Source: an optimization exercise on an open RTL-to-GDS flow (aim: small area and a short achievable clock period). Production flows keep margins and buffers that such runs may drop.
Function was checked by simulation only, so behaviour that the tests miss may differ from the original.

==> flow/design.v (outline; a module is shown in full before it is edited, if it fits) <==
// module dadda_32_reg: 14 lines
// module HA: 6 lines
// module HA_sum: 5 lines
// module HA_carry: 5 lines
// module csa_dadda: 6 lines
// module c_inv: 4 lines
// module c_nand2: 4 lines
// module c_nor2: 4 lines
// module c_xor2: 4 lines
// module c_xnor2: 4 lines
// module c_aoi21: 4 lines
// module c_oai21: 4 lines
// module c_aoi22: 4 lines
// module dadda_32: 4708 lines
module dadda_32_reg(clk, A, B, Y);
  // ...
==> flow/flow/run.sh <==
#!/bin/bash
# The standard layout, with timing repair aiming for a setup slack of
# 18 ns at the design's 24 ns clock, so that the achieved period shrinks,
# the smallest buffer on each port, and a light load in ABC's mapping so that
# the single-gate modules map to the smallest cells (timing repair sizes them).
bash standard.sh SETUP_SLACK_MARGIN=18 'BUFFER_PORTS_ARGS=-buffer_cell sky130_fd_sc_hd__buf_1' ABC_LOAD_IN_FF=1 finish > standard.log 2>&1
==> flow/standard.sh <==
#!/bin/bash
# synth_recipe.tcl (not shown) runs the flow's synth.tcl, then flattens the netlist and writes it again
# the make line also repeats each setting of config.mk as NAME=value (left out here)
make -C /OpenROAD-flow-scripts/flow DESIGN_CONFIG=/design/flow/config.mk WORK_HOME=/design/flow/orfs CLKGATE_MAP_FILE= SYNTH_SCRIPT=/design/flow/synth_recipe.tcl "${@:-finish}"
==> flow/config.mk <==
export PLATFORM = sky130hd
export DESIGN_NAME = dadda_32_reg
export DESIGN_NICKNAME = dadda_32_reg
export VERILOG_FILES = /design/flow/design.v
export SDC_FILE = /design/flow/constraint.sdc
export NUM_CORES = 4
export LEC_CHECK = 0
export CAP_MARGIN = 20
export CORE_MARGIN = 2
export CORE_UTILIZATION = 55
export SLEW_MARGIN = 20
export SYNTH_HIERARCHICAL = 1
export SYNTH_MINIMUM_KEEP_SIZE = 0
==> flow/constraint.sdc <==
create_clock -name core_clock -period 24.0 [get_ports {clk}]
set_input_delay 4.8000 -clock core_clock [delete_from_list [all_inputs] [get_ports {clk}]]
set_output_delay 4.8000 -clock core_clock [all_outputs]
set_load 0.01 [all_outputs]
==> summary.md, run 1 <==
| Metric | Value |
|---|---|
| Status | finished clean |
| Post-synthesis to final-layout area growth | 17.19% |
| Worst endpoint required time | around 24 ns |
| Gp weighted congestion | 0.9063 |
| DP Area | 27380 um2 |
| Layout clock area frac | under 10% |
| Synthesized flop and latch total | ~130 |
| Max-slew headroom | around 55% |
| R2R cell count | 19 |
| Final HPWL DP | around 57000 um |
| Root Buffer | clkbuf_16 |
| Die Ht | 220.3 um |
| Finished Layout Cells | about 3400 |
| Tapcells | about 600 |
| Dominant class by area | multi-input gates |
| WHS Path Cells | 4 |
| FFs & Latches | 128 |
| Seq area share | between 8 and 9% |
| Startpoint types | flop |
| Layout non-clock buf frac | 7.652% |
| Die Span X | 220.3 um |
| Total CTS buffers | 17 |
| Synth warn | 7 |
| Layout cells sized above 1 | about 13% |
| Yosys top cell area share | 37.42% |
| Clock buffers | 17 |
| Gr busiest metal | met2 |
| Metal1 wirelength | between 30000 and 40000 um |
| Longest Clk Path Bufs | 2 |
| Reg area | ~2600 um2 |
| Yosys cell types | 19 |
| Vias in the first global route | ~24000 |
| Clock slew at reported path FFs | 0.07 ns |
| Total of fill cells in the finished design | 3784 |
| Crit share post-route | 24.51% |
==> run 2: changes to the inputs <==
==> flow/flow/run.sh (replaced) <==
#!/bin/bash
# The standard layout, with timing repair aiming for a setup slack of
# 17 ns at the design's 24 ns clock, so that the achieved period shrinks,
# the smallest buffer on each port, and a light load in ABC's mapping so that
# the single-gate modules map to the smallest cells (timing repair sizes them).
bash standard.sh SETUP_SLACK_MARGIN=17 'BUFFER_PORTS_ARGS=-buffer_cell sky130_fd_sc_hd__buf_1' ABC_LOAD_IN_FF=1 finish > standard.log 2>&1
==> run 2 against run 1 <==
  * Cell count fell by 1.7%
  * First-iteration DRC count is 2.7% higher
  * Die area stayed put
  * Count of clock-buffer cells in the layout up 1
  * Register-to-register slack got worse by 0.81 ns
  * Setup slack worse by 0.81 ns
==> summary.md, run 2 <==
| Metric | Value |
|---|---|
| Status | finished clean |
| Worst EP arrival | between 7 and 8 ns |
| Cell taking the most area after synthesis | fa_1 |
| Hold Vio Cnt, Final | 0 |
| Fmax | 149.5 MHz |
| Layout cells sized above 1 | 6.277% (-7.2 points) |
| I/O pin total | about 130 |
| DR vias/cell | approximately 6.6 |
| Total of fill cells in the finished design | 3966 (+4.8%) |
| Grt ovf | 0 |
| Post-route DRC | 0 |
| Synthesized flop and latch total | 128 (unchanged) |
| Yosys top cell area share | 37.42% (unchanged) |
| 1st-pass router iterations | 7 |
| Die Span X | 220.3 um (unchanged) |
| Final WL | a little over 90000 um |
| Full die area | 48530 um2 |
| Max-slew violation count | 0 |
| N_diodes | 0 |
| Crit path from | b_r[31] |
| Startpoint types | flop |
| Min-delay worst type | reg2reg |
| Worst endpoint required time | 24.39 ns (-0.02 ns) |
| Crit share post-route | 27.87% (+3.4 points) |
| Vias in the first global route | 23998 (-1.5%) |
| Sequential fraction of the synthesis area | under 10% |
| CP max FO | 35 |
| Setup crit end | Y[63] |
| Clock sink total | about 130 |
| CTS tree | yes |
| Mapped Cells | ~2600 |
| Gp weighted congestion | 0.9159 (+1.1%) |
| Initial antenna violation count | 0 |
| Setup CP Type | reg2reg |
| Die Ht | 220.3 um (unchanged) |
| Final HPWL DP | 57130 um (+0.82%) |
| Core ar. | around 46000 um2 |
| Largest net degree at the start of global routing | 39 |
| Fin Setup TNS | 0 ns |
| Post-synthesis to final-layout area growth | 9.060% |
| Reg-to-Reg End | Y[63] |
| RSZ-0062 raised after global routing | false |
| Synth warn | 7 (unchanged) |
| H-tree levels | 4 |
| DRT iter0 DRCs | 2374 |
| Hold-fix buffers at CTS | 0 |
| CP Capture Type | flop |
| First-pass GRT wire length | 141600 um |
| Layout Nets | approximately 3300 |
| Synth Flop Type | dfxtp_1 |
| Total CTS buffers | 17 (unchanged) |
| Post-synth ARST share | 0% |
| Later-pin clock latency in the skew report | between 0.5 and 0.6 ns |
| Launch point of the worst reg-to-reg path | b_r[31] |
| Largest regs | Y: 64 flops, a_r: 32 flops, b_r: 32 flops |
| Largest register FFs | 64 |
| Post-Syn Area | approximately 26000 um2 |
| Yosys cell types | 19 (unchanged) |
| Post-DRT Antenna Nets | 0 |
| Total track usage | between 30% and 40% |
| Max_cap viols | 0 |
| Final setup fails | 0 |
| Most common cell in the netlist | xor2_1 |
| Most frequent cells in the layout | xor2_1 (623), a22oi_1 (496), fa_1 (481) |
| Port Buffers | roughly 130 |
| Clock slew at reported path FFs | 0.07 ns (about the same) |
| Mapped Avg Cell Area | approximately 10 um2 |
| Max Clock Skew | around 0.024 ns |
| Wire per inst | roughly 28 um |
| Largest Register | Y |
| Post-synth top cells | xor2_1 (623), a22oi_1 (496), fa_1 (481) |
| Layout Utilization | 60.53% |
| Rows | 79 |
| Final Critical Period | 6.689 ns |
| R2R cell count | 19 (unchanged) |
| Most common cell after layout, fill and taps aside | xor2_1 |
| Area contributors post-synth | fa_1 (37%), xor2_1 (21%), a22oi_1 (14%), dfxtp_1 (10%), nand2_1 (2.6%) |
| Post-Layout Inst Area | 28060 um2 |
| Max-slew headroom | 24.82% (-30 points) |
| Starting Density | between 50% and 60% |
| Longest Clk Path Bufs | 2 (unchanged) |
| DP Area | 27360 um2 (about the same) |
| Least-Margin Pin Slew | 1.128 ns |
| Root Buffer | clkbuf_16 |
| Via Count | roughly 22000 |
| EDFF count, synth | 0 |
| R2R setup slack | 17.31 ns |
-- run 2: through the flow --
stage	instances	setup slack, ns	hold slack [ns]
after floorplan	2578	17.11	1.065
after global placement	3322	16.29	0.9363
after detailed placement	3322	16.14	0.9494
after CTS	3358	17.01	0.9666
after global routing	3363	17.01	1.022
final	3363	17.31	0.9649
-- run 2: modules after synthesis, one instance, submodules excluded, a selection --
| module | flip-flops and latches | cells inside |
|---|---|---|
| HA_carry | 0 | 1 |
| HA_sum | 0 | 1 |
| c_aoi21 | 0 | 1 |
| c_aoi22 | 0 | 1 |
| c_inv | 0 | 1 |
| c_nand2 | 0 | 1 |
| c_nor2 | 0 | 1 |
| c_oai21 | 0 | 1 |
| c_xnor2 | 0 | 1 |
| c_xor2 | 0 | 1 |
| csa_dadda | 0 | 1 |
| dadda_32 | 0 | 142 |
| dadda_32_reg | 128 | 128 |
-- run 2: worst min path at each step --
| stage | from | end | slack, ns | depth (start not counted) |
|---|---|---|---|---|
| CTS | b_r[0] | Y[0] | 0.97 | 4 |
| global placement | b_r[0] | Y[0] | 0.94 | 4 |
| detailed placement | b_r[0] | Y[0] | 0.95 | 4 |
| floorplan | a_r[0] | Y[0] | 1.07 | 4 |
| finish | b_r[0] | Y[0] | 0.96 | 4 |
| global route | b_r[0] | Y[0] | 1.02 | 4 |
-- run 2: cell families (layout without fill, tap and decap cells) --
kind of cell               Yosys count  after routing  synth area share (%)
xor gates and xnor gates           698            698                 23.76
buffers and inverters              137            314                 2.932
adders and majority gates          496            496                 38.15
other                                2             20               0.02919
DFF                                128            128                 9.959
AOI/OAI and AO/OA                  697            697                 18.39
and+or+nand+nor                    402            403                 6.774
-- run 2: worst max-delay path, stage by stage, from the launching register on --
cell and delay (ns):
dfxtp_1 0.30, buf_4 0.45, nor2b_4 0.54, buf_6 0.46, xor2_1 0.22, fa_1 0.45, fa_1 0.52, fa_1 0.43
fa_1 0.39, fa_1 0.45, fa_1 0.55, nor2_1 0.09, nor2_1 0.22, nand2_1 0.12, o21ai_1 0.58, a21oi_4 0.14
inv_1 0.30, a21oi_1 0.13, o21ai_1 0.12, xnor2_1 0.09
-- run 2: metal layers --
metal	wire length, um	vias up	GRT usage, %
li1	-	9171	-
met1	32820	11010	47.68
met2	43550	1475	63.85
met3	10800	439	10.53
met4	5791	0	23.15
met5	0	-	0
-- run 2: area by class of cell --
class	instances	area [um2]	area share, %
flip-flops and latches	128	2577	9.185
well taps	607	759.5	2.707
repair buffers	209	1104	3.933
clock buffers	18	439.2	1.565
multi-input cells	2314	22770	81.14
inverters	73	277.8	0.9899
clock inverters	14	133.9	0.4771
-- run 2: repair_timing --
action	in CTS	in global routing
pin swaps	1	0
buffers inserted	4	4
gates cloned	0	1
setup endpoints to repair	23	23
resized for setup	5	9
==> run 3: changes to the inputs <==
==> flow/flow/run.sh (replaced) <==
#!/bin/bash
# The standard layout, with timing repair aiming for a setup slack of
# 18.5 ns at the design's 24 ns clock, so that the achieved period shrinks,
# the smallest buffer on each port, and a light load in ABC's mapping so that
# the single-gate modules map to the smallest cells (timing repair sizes them).
bash standard.sh SETUP_SLACK_MARGIN=18.5 'BUFFER_PORTS_ARGS=-buffer_cell sky130_fd_sc_hd__buf_1' ABC_LOAD_IN_FF=1 finish > standard.log 2>&1
==> run 3 against run 2 <==
  * Non-clock buffer count increased by 177
  * First-iteration DRC count increased by 33%
  * Sequential cell count unchanged
  * Synthesized area unchanged
  * Utilization increased by 11 points
  * Via count increased by 8.3%
  * Register-to-register slack improved by 0.81 ns
  * Die area unchanged
  * Highest routed layer is now met5
  * Count of clock-buffer cells in the layout decreased by 1
  * Cell count increased by 5.4%
==> summary.md, run 3 <==
| Metric | Value |
|---|---|
| Status | finished clean |
| Final WL | 108500 um (+17%) |
| Post-synth ARST share | 0% (unchanged) |
| Later-pin clock latency in the skew report | 0.51 ns (about the same) |
| Post-route DRC | 0 (unchanged) |
| Wire per inst | 30.63 um (+11%) |
| DRT iter0 DRCs | 3158 (+33%) |
| Post-synthesis to final-layout area growth | 28.32% |
| Slowest stage delay, CP | 0.69 ns (+0.11 ns) |
| Root Buffer | clkbuf_16 |
| Synth warn | 7 (unchanged) |
| CP max FO | 8 (-77%) |
| 1st-pass router iterations | 8 (+1) |
| Via Count | 23928 (+8.3%) |
| H-tree levels | 4 (unchanged) |
| Port Buffers | 128 (unchanged) |
| Initial antenna violation count | 5 (+5) |
| Final Critical Period | 5.880 ns (-0.8088 ns) |
| EDFF count, synth | 0 (unchanged) |
| Fin Setup TNS | 0 ns (unchanged) |
| Worst endpoint required time | 24.42 ns (+0.03 ns) |
| Hold Vio Cnt, Final | 0 (unchanged) |
| Core ar. | 46360 um2 (unchanged) |
| Largest register FFs | 64 (unchanged) |
| Hold WS | 0.9888 ns (+0.02387 ns) |
| Most common cell in the netlist | xor2_1 |
| Clock slew at reported path FFs | 0.08 ns (about the same) |
| Crit share post-route | 24.50% (-3.4 points) |
| CTS tree | yes |
| Die Ht | 220.3 um (unchanged) |
| Starting Density | 55.50% (unchanged) |
| I/O pin total | 129 (unchanged) |
| Post-Layout Inst Area | 33020 um2 (+18%) |
| Final setup fails | 0 (unchanged) |
| Max-slew headroom | 53.58% (+29 points) |
| Most frequent cells in the layout | xor2_1 (602), a22oi_1 (447), fa_1 (425) |
| Least-Margin Pin Slew | 0.6963 ns (-0.4314 ns) |
| Die Span X | 220.3 um (unchanged) |
| Startpoint types | flop |
| First-pass GRT wire length | 156100 um (+10%) |
| Yosys top cell area share | 37.42% (unchanged) |
| Largest regs | Y: 64 flops, a_r: 32 flops, b_r: 32 flops |
| CP top delay family | adder cells |
| CP bufs+invs | 5 (+2) |
| Rows | 79 (unchanged) |
| Sequential fraction of the synthesis area | 9.959% (unchanged) |
| Total track usage | 44.62% (+5.1 points) |
| Layout cells sized above 1 | 25.36% (+19 points) |
| Layout Nets | 3482 (+5.4%) |
| Area contributors post-synth | fa_1 (37%), xor2_1 (21%), a22oi_1 (14%), dfxtp_1 (10%), nand2_1 (2.6%) |
| Grt ovf | 0 (unchanged) |
| Clock sink total | 128 (unchanged) |
| DR vias/cell | 6.754 (+2.8%) |
| Worst EP arrival | 6.30 ns (-0.78 ns) |
| Gp weighted congestion | 0.9075 (-0.92%) |
| Post-synth top cells | xor2_1 (623), a22oi_1 (496), fa_1 (481) |
| Setup CP Type | reg2reg |
| Synth Flop Type | dfxtp_1 |
| Mapped Avg Cell Area | 10.05 um2 (unchanged) |
| Yosys cell types | 19 (unchanged) |
| Max_cap viols | 0 (unchanged) |
| Post-Syn Area | 25730 um2 (unchanged) |
| DP Area | 27360 um2 (about the same) |
| Max Clock Skew | 0.01801 ns (-0.005972 ns) |
| Largest net degree at the start of global routing | 36 (-7.7%) |
| Cell taking the most area after synthesis | fa_1 |
| RSZ-0062 raised after global routing | true |
| Min-delay worst type | reg2reg |
| Mapped Cells | 2560 (unchanged) |
| Critical path's slowest cell | fa_2 |
| Post-DRT Antenna Nets | 0 (unchanged) |
| Most common cell after layout, fill and taps aside | xor2_1 |
| Max-slew violation count | 0 (unchanged) |
| Synthesized flop and latch total | 128 (unchanged) |
| Fmax | 170.1 MHz (+14%) |
| Longest Clk Path Bufs | 2 (unchanged) |
| Final HPWL DP | 56430 um (-1.2%) |
| CP Capture Type | flop |
| Crit path cell chain | buf_12 -> nand2b_4 -> o21ai_4 -> buf_12 -> buf_12 -> a22oi_2 -> xor2_1 -> fa_1 -> fa_1 -> fa_1 -> fa_2 -> fa_1 -> fa_2 -> nor2_4 -> nor2_4 -> a21oi_4 -> o21ai_4 -> a21oi_4 -> buf_4 -> buf_12 -> o21ai_2 -> a21oi_2 -> xor2_1 |
| Total CTS buffers | 17 (unchanged) |
| Vias in the first global route | 25037 (+4.3%) |
| Full die area | 48530 um2 (unchanged) |
| Largest Register | Y |
==> run 3: worst min-delay path: stages, from the launching register on <==
cell     delay [ns]
dfxtp_4        0.40
buf_4          0.18
inv_1          0.22
xor2_1         0.12
==> run 3: cells by family after synthesis <==
family,synth area share (%)
compound gates,18.39
xor+xnor,23.76
fa+ha+maj,38.15
buf+inv,2.932
flops,9.959
other cells,0.02919
simple gates,6.774
==> run 3: per-stage QoR <==
| step | util, % | worst slack, ns | instances |
|---|---|---|---|
| 2_1_floorplan | - | 18.04 | 2578 |
| 3_3_place_gp | 59.01 | 16.59 | 3311 |
| 3_5_place_dp | 59.01 | 16.50 | 3311 |
| 4_1_cts | 67.54 | 18.18 | 3484 |
| 5_1_grt | 71.21 | 17.97 | 3542 |
| 6_report | 71.22 | 18.12 | 3543 |
==> run 3: cell type report <==
cell class                      count  area (um2)
Inverter                           73       291.5
Antenna cell                        2       5.005
Clock inverter                     15       186.4
Clock buffer                       17       425.4
Timing Repair Buffer              386        4212
Multi-Input combinational cell   2315       24430
Sequential cell                   128        2706
Fill cell                        3417       13340
Tap cell                          607       759.5
==> run 3: worst paths after layout <==
kind | depth (start not counted) | end | slack (ns) | startpoint
setup / recovery | 23 | Y[58] | 18.12 | b_r[21]
hold / removal | 3 | Y[0] | 0.99 | b_r[1]
setup reg to reg | 23 | Y[58] | 18.12 | b_r[21]
hold reg to reg | 3 | Y[0] | 0.99 | b_r[1]
==> run 3: modules after synthesis (local to each module, per instance), excerpt <==
module / area (um2) / copies in the design / flops+latches
csa_dadda: 20.02 / 481 / 0
c_oai21: 5.005 / 109 / 0
HA_sum: 8.758 / 43 / 0
c_nor2: 3.754 / 140 / 0
c_aoi22: 7.507 / 496 / 0
c_xnor2: 8.758 / 32 / 0
c_inv: 3.754 / 73 / 0
c_xor2: 8.758 / 623 / 0
dadda_32_reg: 2562 / 1 / 128
c_nand2: 3.754 / 173 / 0
dadda_32: 1052 / 1 / 0
HA_carry: 6.256 / 43 / 0
c_aoi21: 5.005 / 77 / 0
==> run 3: what timing repair did <==
item	in CTS	in global routing
hold buffers	0	0
setup endpoints to repair	109	101
resized for setup	439	236
setup buffers	116	51
pin swaps	102	97
gates cloned	25	6
==> run 3: layer usage <==
metal  track usage [%]  routed length [um]  vias up
li1                  -                   -     9531
met1             53.39               36730    11882
met2             67.69               48710     1899
met3             14.05               13700      611
met4             33.09                9269        5
met5                 0                 104        -
==> run 4: changes to the inputs <==
==> flow/flow/run.sh (replaced) <==
#!/bin/bash
# The standard layout, with timing repair aiming for a setup slack of
# 17.5 ns at the design's 24 ns clock, so that the achieved period shrinks,
# the smallest buffer on each port, and a light load in ABC's mapping so that
# the single-gate modules map to the smallest cells (timing repair sizes them).
bash standard.sh SETUP_SLACK_MARGIN=17.5 'BUFFER_PORTS_ARGS=-buffer_cell sky130_fd_sc_hd__buf_1' ABC_LOAD_IN_FF=1 finish > standard.log 2>&1
==> run 4 against run 3 <==
  * Still clean
  * Global-route usage shrank 4.9 points
  * Count of clock-buffer cells in the layout did not move
==> summary.md, run 4 <==
| Metric | Value |
|---|---|
| Status | finished clean |
| Yosys top cell area share | 37.42% (unchanged) |
| Largest regs | Y: 64 flops, a_r: 32 flops, b_r: 32 flops |
| Worst endpoint required time | 24.38 ns (-0.04 ns) |
| Root Buffer | clkbuf_16 |
| Most frequent cells in the layout | xor2_1 (623), a22oi_1 (495), fa_1 (481) |
| Vias in the first global route | 24454 (-2.3%) |
| Post-Syn Area | 25730 um2 (unchanged) |
| WHS Path Cells | 4 (+1) |
| Synth Flop Type | dfxtp_1 |
| Initial antenna violation count | 0 (-5) |
| Layout Nets | 3326 (-4.5%) |
| Max-slew violation count | 0 (unchanged) |
| Post-route DRC | 0 (unchanged) |
| Post-synthesis to final-layout area growth | 10.70% |
| N_diodes | 0 (-2) |
| Critical path's slowest cell | fa_1 |
| Most common cell in the netlist | xor2_1 |
| Slowest stage delay, CP | 0.64 ns (-0.05 ns) |
| First-pass GRT wire length | 142800 um (-8.6%) |
| Largest register FFs | 64 (unchanged) |
| Synth warn | 7 (unchanged) |
| Clock sink total | 128 (unchanged) |
| RSZ-0062 raised after global routing | true |
| Die Ht | 220.3 um (unchanged) |
| Wire per inst | 27.33 um (-11%) |
| DR vias/cell | 6.629 (-1.8%) |
| Area contributors post-synth | fa_1 (37%), xor2_1 (21%), a22oi_1 (14%), dfxtp_1 (10%), nand2_1 (2.6%) |
| Final HPWL DP | 56180 um (-0.43%) |
| Post-synth top cells | xor2_1 (623), a22oi_1 (496), fa_1 (481) |
| Layout Utilization | 61.44% (-9.8 points) |
| Longest Clk Path Bufs | 2 (unchanged) |
| Post-DRT Antenna Nets | 0 (unchanged) |
| Hold-fix buffers at CTS | 0 (unchanged) |
| Yosys cell types | 19 (unchanged) |
| Max_cap viols | 0 (unchanged) |
| Crit path cell chain | nand2_1 -> o22ai_4 -> buf_4 -> a22oi_1 -> xor2_1 -> fa_1 -> fa_1 -> fa_1 -> fa_1 -> fa_1 -> fa_1 -> nor2_1 -> nor2_1 -> nand2_1 -> nor2_1 -> nand2_1 -> o21ai_2 -> buf_12 -> clkinvlp_4 -> buf_4 -> o21ai_1 -> xnor2_1 |
| Total CTS buffers | 17 (unchanged) |
| Max-slew headroom | 27.85% (-26 points) |
| CP Capture Type | flop |
| Rows | 79 (unchanged) |
| Setup CP Type | reg2reg |
| Most frequent CP cell | fa_1 |
| I/O pin total | 129 (unchanged) |
| Full die area | 48530 um2 (unchanged) |
| 1st-pass router iterations | 7 (-1) |
| Crit share post-route | 26.31% (+1.8 points) |
| EDFF count, synth | 0 (unchanged) |
| Port Buffers | 128 (unchanged) |
| Hold Vio Cnt, Final | 0 (unchanged) |
| Worst EP arrival | 6.69 ns (+0.39 ns) |
| DRT iter0 DRCs | 2435 (-23%) |
| Min-delay worst type | reg2reg |
| CTS tree | yes |
| Startpoint types | flop |
| Most common cell after layout, fill and taps aside | xor2_1 |
| Core ar. | 46360 um2 (unchanged) |
| Post-synth ARST share | 0% (unchanged) |
| Sequential fraction of the synthesis area | 9.959% (unchanged) |
| Final setup fails | 0 (unchanged) |
| Final WL | 92530 um (-15%) |
| Mapped Cells | 2560 (unchanged) |
| Reg-to-Reg End | Y[33] |
| Synthesized flop and latch total | 128 (unchanged) |
| Fin Setup TNS | 0 ns (unchanged) |
| Largest net degree at the start of global routing | 36 (unchanged) |
| Die Span X | 220.3 um (unchanged) |
| Mapped Avg Cell Area | 10.05 um2 (unchanged) |
| R2R cell count | 22 (-4.3%) |
| Hold Crit Start | b_r[0] |
| Final Critical Period | 6.314 ns (+0.4334 ns) |
| Later-pin clock latency in the skew report | 0.49 ns (-0.02 ns) |
| Clock slew at reported path FFs | 0.08 ns (about the same) |
| Total track usage | 39.72% (-4.9 points) |
| Worst Hold Path EP | Y[0] |
| Fmax | 158.4 MHz (-6.9%) |
| R2R setup slack | 17.69 ns (-0.43 ns) |
| Cell taking the most area after synthesis | fa_1 |
| H-tree levels | 4 (unchanged) |
| Finished Layout Cells | 3385 (-4.5%) |
| Largest Register | Y |
| Least-Margin Pin Slew | 1.082 ns (+0.3860 ns) |
| Starting Density | 55.50% (unchanged) |
| Grt ovf | 0 (unchanged) |
| Via Count | 22440 (-6.2%) |
| Max Clock Skew | 0.01409 ns (-0.003924 ns) |
| Dpl cells | 3321 (+0.30%) |
| Launch point of the worst reg-to-reg path | b_r[1] |
| Gp weighted congestion | 0.9017 (-0.64%) |
| Layout cells sized above 1 | 7.415% (-18 points) |
| CP max FO | 17 (+9) |
## run 4: cell types whose count changed in the layout (fill, tap and decap cells not counted), sizes merged, moves of 2 or more
cell,change
buf,-137
clkinv,-2
bufbuf,-15
diode,-2
clkbuf,-5
inv,+2
## run 4: kinds of logic (layout without fill, tap and decap cells)
group	count (synthesis)	in the layout	synth area share, %
buffers and inverters	137	334	2.932
XOR/XNOR	698	698	23.76
adder cells (fa/ha/maj)	496	496	38.15
other	2	20	0.02919
AO/OA/AOI/OAI	697	699	18.39
AND/OR/NAND/NOR	402	403	6.774
flip-flops	128	128	9.959
## run 4: area by class of cell
| cell class | instances | area, um2 |
|---|---|---|
| clock inverter | 15 | 138.9 |
| multi-input combinational | 2316 | 22860 |
| fill | 4004 | 17870 |
| tap | 607 | 759.5 |
| inverter | 73 | 285.3 |
| timing repair buffer | 229 | 1423 |
| clock buffer | 17 | 425.4 |
| sequential | 128 | 2590 |
## run 4: worst max-delay path by stage
stage          endpoint     from  cells past startpoint
3_5_place_dp      Y[50]   b_r[1]                     19
2_1_floorplan     Y[56]  b_r[11]                     20
4_1_cts           Y[33]   b_r[1]                     23
3_3_place_gp      Y[57]   b_r[1]                     19
6_report          Y[33]   b_r[1]                     22
5_1_grt           Y[33]   b_r[1]                     22
## run 4: stage by stage
stage          worst slack [ns]  hold WS, ns  area (um2)
2_1_floorplan             17.52       0.9477       25960
3_3_place_gp              16.10       0.9376       27370
3_5_place_dp              15.98       0.9461       27370
4_1_cts                   17.50       0.9761       28210
5_1_grt                   17.46        1.011       28480
6_report                  17.69       0.9625       28480
## run 4: metal layers
layer	wire length, um	global-route usage, %	up-vias
li1	-	-	9208
met1	32660	47.81	11172
met2	43570	64.22	1597
met3	10460	10.36	463
met4	5842	23.74	0
met5	0	0	-
## run 4: worst max-delay path, delay by kind of cell, from the launching register on
kind	cells	cell delay, ns
adders and majority gates	6	2.95
and+or+nand+nor	6	0.85
AOI/OAI and AO/OA	4	0.71
DFF	1	0.48
xor gates and xnor gates	2	0.40
buffers and inverters	4	0.76
## run 4: per-module statistics from Yosys (local to each module, per instance), excerpt
module / area [um2] / cells inside / times used
HA_carry: 6.256 / 1 / 43
HA_sum: 8.758 / 1 / 43
c_aoi21: 5.005 / 1 / 77
c_aoi22: 7.507 / 1 / 496
c_inv: 3.754 / 1 / 73
c_nand2: 3.754 / 1 / 173
c_nor2: 3.754 / 1 / 140
c_oai21: 5.005 / 1 / 109
c_xnor2: 8.758 / 1 / 32
c_xor2: 8.758 / 1 / 623
csa_dadda: 20.02 / 1 / 481
## run 4: timing repair
item | 4_1_cts | 5_1_grt
pin swaps | 4 | 2
resized for setup | 19 | 42
endpoints found under the setup margin | 32 | 27
gates cloned | 3 | 0
buffers inserted | 15 | 14

## re-timing with driven ports
The flow's constraints put no driver on any port. The routed layouts listed below were extracted and timed again, unchanged, in two steps.
Step 1, drivers: a clkbuf_16 drives clk and a buf_2 each remaining input, both assumed.
Step 2 moves the port delays by t, midway between the first and last clock arrival at a register: inputs arrive t later, outputs are due t later. That takes back most of the time a late clock gives input paths.
Three values: no drivers, after step 1, after step 2; two values: the first two.
| run | t, ns | setup slack, ns | worst setup path after step 2 | latest minus earliest clock arrival (ns) |
|---|---|---|---|---|
| run 1 | 0.551 | 18.116 / 18.069 / 18.116 | register to register | 0.023 / 0.023 |
| run 2 | 0.559 | 17.311 / 17.311 / 17.311 | register to register | 0.024 / 0.025 |
| run 3 | 0.567 | 18.120 / 18.120 / 18.120 | register to register | 0.018 / 0.018 |
| run 4 | 0.549 | 17.686 / 17.686 / 17.686 | register to register | 0.014 / 0.014 |
After both steps setup and hold are still met in every run listed.
